From an optimization exercise on the open Yosys and OpenROAD flow, aimed at small area and a short achievable clock period; shortcuts taken in it are not production practice.
Where RTL was checked, it was by simulation tests only, not by an equivalence proof against the original.

==> flow/design.v <==
module overall_neural_network_training(
	input clock,
	input reset,
	input inp_1,
	input inp_2,
	input inp_3,
	input inp_4,
	input inp_5,
	input inp_6,
	output outp_1,
	output outp_2,
	output outp_3
);
	wire [5:0] x = {inp_6, inp_5, inp_4, inp_3, inp_2, inp_1};
	wire [5:0] h;     
	wire [5:0] h_nx;  
	wire [2:0] o;     
	wire [2:0] o_nx;  
	reg  [2:0] fin;   
	reg  [5:0] xr;    
	reg  r1;          
	reg  [5:0] xc;
	reg  [5:0] hc;
	reg  [2:0] oc;
	always @(posedge clock or posedge reset)
		if (reset) begin
			xr <= 6'd0;
			r1 <= 1'b1;
			xc <= 6'h3F;
			hc <= 6'h3F;
			oc <= 3'h7;
		end else begin
			xr <= x;
			r1 <= 1'b0;
			xc <= x;
			hc <= h_nx;
			oc <= o_nx;
		end
	localparam [36*12-1:0] INIT_H = {
		12'h005, 12'hFEA, 12'h025, 12'hFF4, 12'h01C, 12'hFE1,    
		12'h013, 12'hFF1, 12'h003, 12'hFED, 12'h015, 12'hFFB,    
		12'h01D, 12'hFF1, 12'h021, 12'h01F, 12'hFE7, 12'h013,    
		12'h008, 12'hFF3, 12'h010, 12'hFEB, 12'h015, 12'hFEA,    
		12'h00C, 12'hFE5, 12'hFDB, 12'h012, 12'hFF1, 12'h020,    
		12'h019, 12'hFF6, 12'h017, 12'hFDC, 12'h00E, 12'hFE9};   
	localparam [18*12-1:0] INIT_O = {
		12'h005, 12'hFF6, 12'h023, 12'hFE3, 12'h019, 12'hFE2,    
		12'h010, 12'hFFD, 12'hFE2, 12'h006, 12'h022, 12'hFE4,    
		12'h002, 12'hFED, 12'h014, 12'h01B, 12'hFE2, 12'hFF5};   
	wire [36*12-1:0] whn;    
	wire [18*12-1:0] won;
	genvar i, j;
	generate
		for (i = 0; i < 6; i = i + 1) begin : hid
			for (j = 0; j < 6; j = j + 1) begin : syn
				synapse #(.INIT(INIT_H[(6*i+j)*12 +: 12])) s (
					.clock(clock), .reset(reset),
					.pre_w(xr[j]), .post_w(h[i]), .pre_c(xc[j]), .post_c(hc[i]),
					.w_nx(whn[(6*i+j)*12 +: 12]));
			end
			neuron_h n (
				.clock(clock), .reset(reset), .r1(r1),
				.in_nx(x), .w_nx(whn[72*i +: 72]), .spike(h[i]), .spike_nx(h_nx[i]));
		end
		for (i = 0; i < 3; i = i + 1) begin : out
			for (j = 0; j < 6; j = j + 1) begin : syn
				synapse #(.INIT(INIT_O[(6*i+j)*12 +: 12])) s (
					.clock(clock), .reset(reset),
					.pre_w(h[j]), .post_w(o[i]), .pre_c(hc[j]), .post_c(oc[i]),
					.w_nx(won[(6*i+j)*12 +: 12]));
			end
			neuron_o n (
				.clock(clock), .reset(reset), .r1(r1),
				.in_nx(h_nx), .w_nx(won[72*i +: 72]), .spike(o[i]), .spike_nx(o_nx[i]));
		end
	endgenerate
	always @(posedge clock)
		fin <= o_nx[0] ? 3'b100 : o_nx[1] ? 3'b010 : o_nx[2] ? 3'b001 : 3'b000;
	assign {outp_1, outp_2, outp_3} = fin;
endmodule
module csa_row #(parameter W = 16) (
	input [W-1:0] a,
	input [W-1:0] b,
	input [W-1:0] c,
	output [W-1:0] s,
	output [W-1:0] cy
);
	assign s = a ^ b ^ c;
	assign cy = ((a & b) | (a & c) | (b & c)) << 1;
endmodule
module lif_update(
	input [15:0] a,
	input [15:0] b,
	input hold,           
	output [12:0] u_nx,
	output fire
);
	wire [15:0] ts, tc, ls, lc;
	csa_row rt (.a(a), .b(b), .c(16'hFFFD), .s(ts), .cy(tc));    
	csa_row rl (.a(a), .b(b), .c(16'h0E6A), .s(ls), .cy(lc));    
	wire [12:0] t = ts[12:0] + tc[12:0];
	wire [15:0] th = a + b;
	wire [15:0] tl = ls + lc;
	wire f = ~th[15];      
	wire low = tl[15];     
	assign fire = f & ~hold;
	assign u_nx = (f | low | hold) ? 13'h1193 : t;    
endmodule
module neuron_h(
	input clock,
	input reset,
	input r1,
	input [5:0] in_nx,
	input [71:0] w_nx,
	output reg spike,
	output spike_nx
);
	wire [15:0] g0 = {4'd0, w_nx[11:0]  & {12{in_nx[0]}}};
	wire [15:0] g1 = {4'd0, w_nx[23:12] & {12{in_nx[1]}}};
	wire [15:0] g2 = {4'd0, w_nx[35:24] & {12{in_nx[2]}}};
	wire [15:0] g3 = {4'd0, w_nx[47:36] & {12{in_nx[3]}}};
	wire [15:0] g4 = {4'd0, w_nx[59:48] & {12{in_nx[4]}}};
	wire [15:0] g5 = {4'd0, w_nx[71:60] & {12{in_nx[5]}}};
	wire [15:0] sa, ca, sb, cb, s2, c2;
	csa_row r1a (.a(g0), .b(g1), .c(g2), .s(sa), .cy(ca));
	csa_row r1b (.a(g3), .b(g4), .c(g5), .s(sb), .cy(cb));
	csa_row r2  (.a(sa), .b(ca), .c(sb), .s(s2), .cy(c2));
	reg [12:0] p1;    
	reg [12:0] p2;    
	reg [11:0] p3;    
	always @(posedge clock) begin
		p1 <= s2[12:0];
		p2 <= c2[13:1];
		p3 <= cb[12:1];
	end
	reg [12:0] u;     
	wire [15:0] sx, cx, a, b;
	csa_row u1 (.a({3'd0, p1}), .b({2'd0, p2, 1'b0}), .c({3'd0, p3, 1'b0}), .s(sx), .cy(cx));
	csa_row u2 (.a(sx), .b(cx), .c({{3{u[12]}}, u}), .s(a), .cy(b));
	wire [12:0] u_nx;
	lif_update up (.a(a), .b(b), .hold(r1), .u_nx(u_nx), .fire(spike_nx));
	always @(posedge clock or posedge reset)
		if (reset) begin
			u <= 13'h1193;
			spike <= 1'b0;
		end else begin
			u <= u_nx;
			spike <= spike_nx;
		end
endmodule
module neuron_o(
	input clock,
	input reset,
	input r1,
	input [5:0] in_nx,
	input [71:0] w_nx,
	output reg spike,
	output spike_nx
);
	wire [15:0] g0 = {4'd0, w_nx[11:0]  & {12{in_nx[0]}}};
	wire [15:0] g1 = {4'd0, w_nx[23:12] & {12{in_nx[1]}}};
	wire [15:0] g2 = {4'd0, w_nx[35:24] & {12{in_nx[2]}}};
	wire [15:0] g3 = {4'd0, w_nx[47:36] & {12{in_nx[3]}}};
	wire [15:0] g4 = {4'd0, w_nx[59:48] & {12{in_nx[4]}}};
	wire [15:0] g5 = {4'd0, w_nx[71:60] & {12{in_nx[5]}}};
	wire [15:0] sa, ca, sb, cb;
	csa_row r1a (.a(g0), .b(g1), .c(g2), .s(sa), .cy(ca));
	csa_row r1b (.a(g3), .b(g4), .c(g5), .s(sb), .cy(cb));
	reg [11:0] q1;    
	reg [11:0] q2;    
	reg [11:0] q3;    
	reg [11:0] q4;    
	always @(posedge clock) begin
		q1 <= sa[11:0];
		q2 <= ca[12:1];
		q3 <= sb[11:0];
		q4 <= cb[12:1];
	end
	reg [12:0] u;     
	wire [15:0] sx, cx, sy, cy, a, b;
	csa_row u1 (.a({4'd0, q1}), .b({3'd0, q2, 1'b0}), .c({4'd0, q3}), .s(sx), .cy(cx));
	csa_row u2 (.a(sx), .b(cx), .c({{3{u[12]}}, u}), .s(sy), .cy(cy));
	csa_row u3 (.a(sy), .b(cy), .c({3'd0, q4, 1'b0}), .s(a), .cy(b));
	wire [12:0] u_nx;
	lif_update up (.a(a), .b(b), .hold(r1), .u_nx(u_nx), .fire(spike_nx));
	always @(posedge clock or posedge reset)
		if (reset) begin
			u <= 13'h1193;
			spike <= 1'b0;
		end else begin
			u <= u_nx;
			spike <= spike_nx;
		end
endmodule
module synapse #(parameter [11:0] INIT = 12'd0) (
	input clock,
	input reset,
	input pre_w,      
	input post_w,
	input pre_c,      
	input post_c,
	output [11:0] w_nx    
);
	reg [11:0] w;
	reg [11:0] cp;    
	reg [11:0] cm;    
	reg f;            
	wire zp = ~|cp[10:0];
	wire zm1 = ~|cm[10:1];
	wire zm = zm1 & ~cm[0];
	wire fp = cp[11] ^ cp[7] ^ cp[1] ^ cp[0] ^ zp;
	wire fm = cm[11] ^ cm[7] ^ cm[1] ^ cm[0] ^ zm;
	wire hold_p = pre_c & ~(post_c & f);
	wire step_p = ~pre_c & ~f;
	wire one_p = ~pre_c & f;
	wire hold_m = post_c & ~(pre_c & f);
	wire step_m = ~post_c & ~f;
	wire one_m = ~post_c & f;
	wire [11:0] cp_nx = ({12{hold_p}} & cp) | ({12{step_p}} & {cp[10:0], fp}) | {11'd0, one_p};
	wire [11:0] cm_nx = ({12{hold_m}} & cm) | ({12{step_m}} & {cm[10:0], fm}) | {11'd0, one_m};
	wire up1 = ~pre_w & post_w & (f | zp);
	wire up3 = pre_w & post_w;
	wire dn2 = pre_w & ~post_w & (f | zm);
	wire dn4 = pre_w & ~post_w & ~f & zm1 & cm[0] & ~cm[11];
	wire [2:0] d = {dn2 | dn4, up3 | dn2, up1 | up3};
	wire [3:0] lo = {1'b0, w[2:0]} + {1'b0, d};
	wire inc = (up1 | up3) & lo[3];
	wire dec = (dn2 | dn4) & ~lo[3];
	reg [11:0] wn;
	reg all1, all0;
	integer k;
	always @(*) begin
		wn[2:0] = lo[2:0];
		all1 = 1'b1;
		all0 = 1'b1;
		for (k = 3; k < 12; k = k + 1) begin
			wn[k] = w[k] ^ ((inc & all1) | (dec & all0));
			all1 = all1 & w[k];
			all0 = all0 & ~w[k];
		end
	end
	assign w_nx = wn;
	always @(posedge clock or posedge reset)
		if (reset) begin
			f <= 1'b1;
			w <= INIT;
		end else begin
			f <= pre_c & post_c;
			w <= wn;
		end
	always @(posedge clock) begin
		cp <= cp_nx;
		cm <= cm_nx;
	end
endmodule
==> flow/config.mk <==
export PLATFORM = sky130hd
export DESIGN_NAME = overall_neural_network_training
export DESIGN_NICKNAME = overall_neural_network_training
export VERILOG_FILES = /design/flow/design.v
export SDC_FILE = /design/flow/constraint.sdc
export NUM_CORES = 4
export LEC_CHECK = 0
export CAP_MARGIN = 20
export CORE_MARGIN = 2
export CORE_UTILIZATION = 40
export SETUP_SLACK_MARGIN = 5
export SLEW_MARGIN = 20
==> flow/constraint.sdc <==
create_clock -name core_clock -period 10.0 [get_ports {clock}]
set_input_delay 2.0000 -clock core_clock [delete_from_list [all_inputs] [get_ports {clock}]]
set_output_delay 2.0000 -clock core_clock [all_outputs]
set_load 0.01 [all_outputs]
run.sh (not shown) runs the stock make flow with config.mk's settings and CLKGATE_MAP_FILE= SYNTH_SCRIPT=/design/flow/synth_recipe.tcl, a recipe that flattens the netlist after the stock synthesis.
The starting point finished clean.
Change:
--- a/flow/design.v
+++ b/flow/design.v
@@ -89,24 +89,32 @@
 	assign cy = ((a & b) | (a & c) | (b & c)) << 1;
 endmodule
 module lif_update(
 	input [15:0] a,
 	input [15:0] b,
+	input low,            
 	input hold,           
 	output [12:0] u_nx,
 	output fire
 );
-	wire [15:0] ts, tc, ls, lc;
+	wire [15:0] ts, tc;
 	csa_row rt (.a(a), .b(b), .c(16'hFFFD), .s(ts), .cy(tc));    
-	csa_row rl (.a(a), .b(b), .c(16'h0E6A), .s(ls), .cy(lc));    
 	wire [12:0] t = ts[12:0] + tc[12:0];
 	wire [15:0] th = a + b;
-	wire [15:0] tl = ls + lc;
 	wire f = ~th[15];      
-	wire low = tl[15];     
 	assign fire = f & ~hold;
 	assign u_nx = (f | low | hold) ? 13'h1193 : t;    
+endmodule
+module low_test(
+	input [12:0] u,
+	input big,
+	input [3:0] part,
+	output low
+);
+	assign low = ~big & (((u == 13'h1193) & (part <= 4'd2)) |
+	                     ((u == 13'h1194) & (part <= 4'd1)) |
+	                     ((u == 13'h1195) & (part == 4'd0)));
 endmodule
 module neuron_h(
 	input clock,
 	input reset,
 	input r1,
@@ -136,11 +144,14 @@
 	reg [12:0] u;     
 	wire [15:0] sx, cx, a, b;
 	csa_row u1 (.a({3'd0, p1}), .b({2'd0, p2, 1'b0}), .c({3'd0, p3, 1'b0}), .s(sx), .cy(cx));
 	csa_row u2 (.a(sx), .b(cx), .c({{3{u[12]}}, u}), .s(a), .cy(b));
 	wire [12:0] u_nx;
-	lif_update up (.a(a), .b(b), .hold(r1), .u_nx(u_nx), .fire(spike_nx));
+	wire low;
+	low_test lt (.u(u), .big((|p1[12:2]) | (|p2[12:1]) | (|p3[11:1])),
+		.part({2'b0, p1[1:0]} + {2'b0, p2[0], 1'b0} + {2'b0, p3[0], 1'b0}), .low(low));
+	lif_update up (.a(a), .b(b), .low(low), .hold(r1), .u_nx(u_nx), .fire(spike_nx));
 	always @(posedge clock or posedge reset)
 		if (reset) begin
 			u <= 13'h1193;
 			spike <= 1'b0;
 		end else begin
@@ -180,11 +191,15 @@
 	wire [15:0] sx, cx, sy, cy, a, b;
 	csa_row u1 (.a({4'd0, q1}), .b({3'd0, q2, 1'b0}), .c({4'd0, q3}), .s(sx), .cy(cx));
 	csa_row u2 (.a(sx), .b(cx), .c({{3{u[12]}}, u}), .s(sy), .cy(cy));
 	csa_row u3 (.a(sy), .b(cy), .c({3'd0, q4, 1'b0}), .s(a), .cy(b));
 	wire [12:0] u_nx;
-	lif_update up (.a(a), .b(b), .hold(r1), .u_nx(u_nx), .fire(spike_nx));
+	wire low;
+	low_test lt (.u(u), .big((|q1[11:2]) | (|q2[11:1]) | (|q3[11:2]) | (|q4[11:1])),
+		.part({2'b0, q1[1:0]} + {2'b0, q2[0], 1'b0} + {2'b0, q3[1:0]} + {2'b0, q4[0], 1'b0}),
+		.low(low));
+	lif_update up (.a(a), .b(b), .low(low), .hold(r1), .u_nx(u_nx), .fire(spike_nx));
 	always @(posedge clock or posedge reset)
 		if (reset) begin
 			u <= 13'h1193;
 			spike <= 1'b0;
 		end else begin
Effect:
- worst setup slack gets better by 73 ps
- non-clock buffer count rose by 1
- sequential share of layout area is higher by 0.52 points
- die area falls by 1.4%
- via count shrinks by 1.1%
- wire length goes down by 1.7%
- core utilization stays flat
Only the layout flow was run in the first run of this note; the RTL was not checked for function there.

## static timing again, ports no longer ideal
No port has a modelled driver above. Below, the same layouts with a new extraction and two added sets of constraints.
Step 1 sets driving cells, clkbuf_16 on the clock port and buf_2 on the other inputs (assumed; they add their load-dependent delay and slew).
Step 2 adds t to the input delays and takes it off the output delays; t is the mean of the earliest and latest rising clock arrival at the registers after step 1. Input paths then give back, and output paths get back, about the clock's delay inside the block.
a / b / c = ideal / step 1 / step 2; a / b = the first two.
run | t (ns) | slack for setup (ns) | hold slack, ns | latest minus earliest clock arrival (ns)
the first run | 0.943 | 5.195 / 5.195 / 5.195 | 0.459 / 0.459 / 0.459 | 0.077 / 0.078
the second run | 0.970 | 5.267 / 5.267 / 5.267 | 0.453 / 0.453 / 0.453 | 0.047 / 0.047
After both steps setup and hold are still met in every run listed.
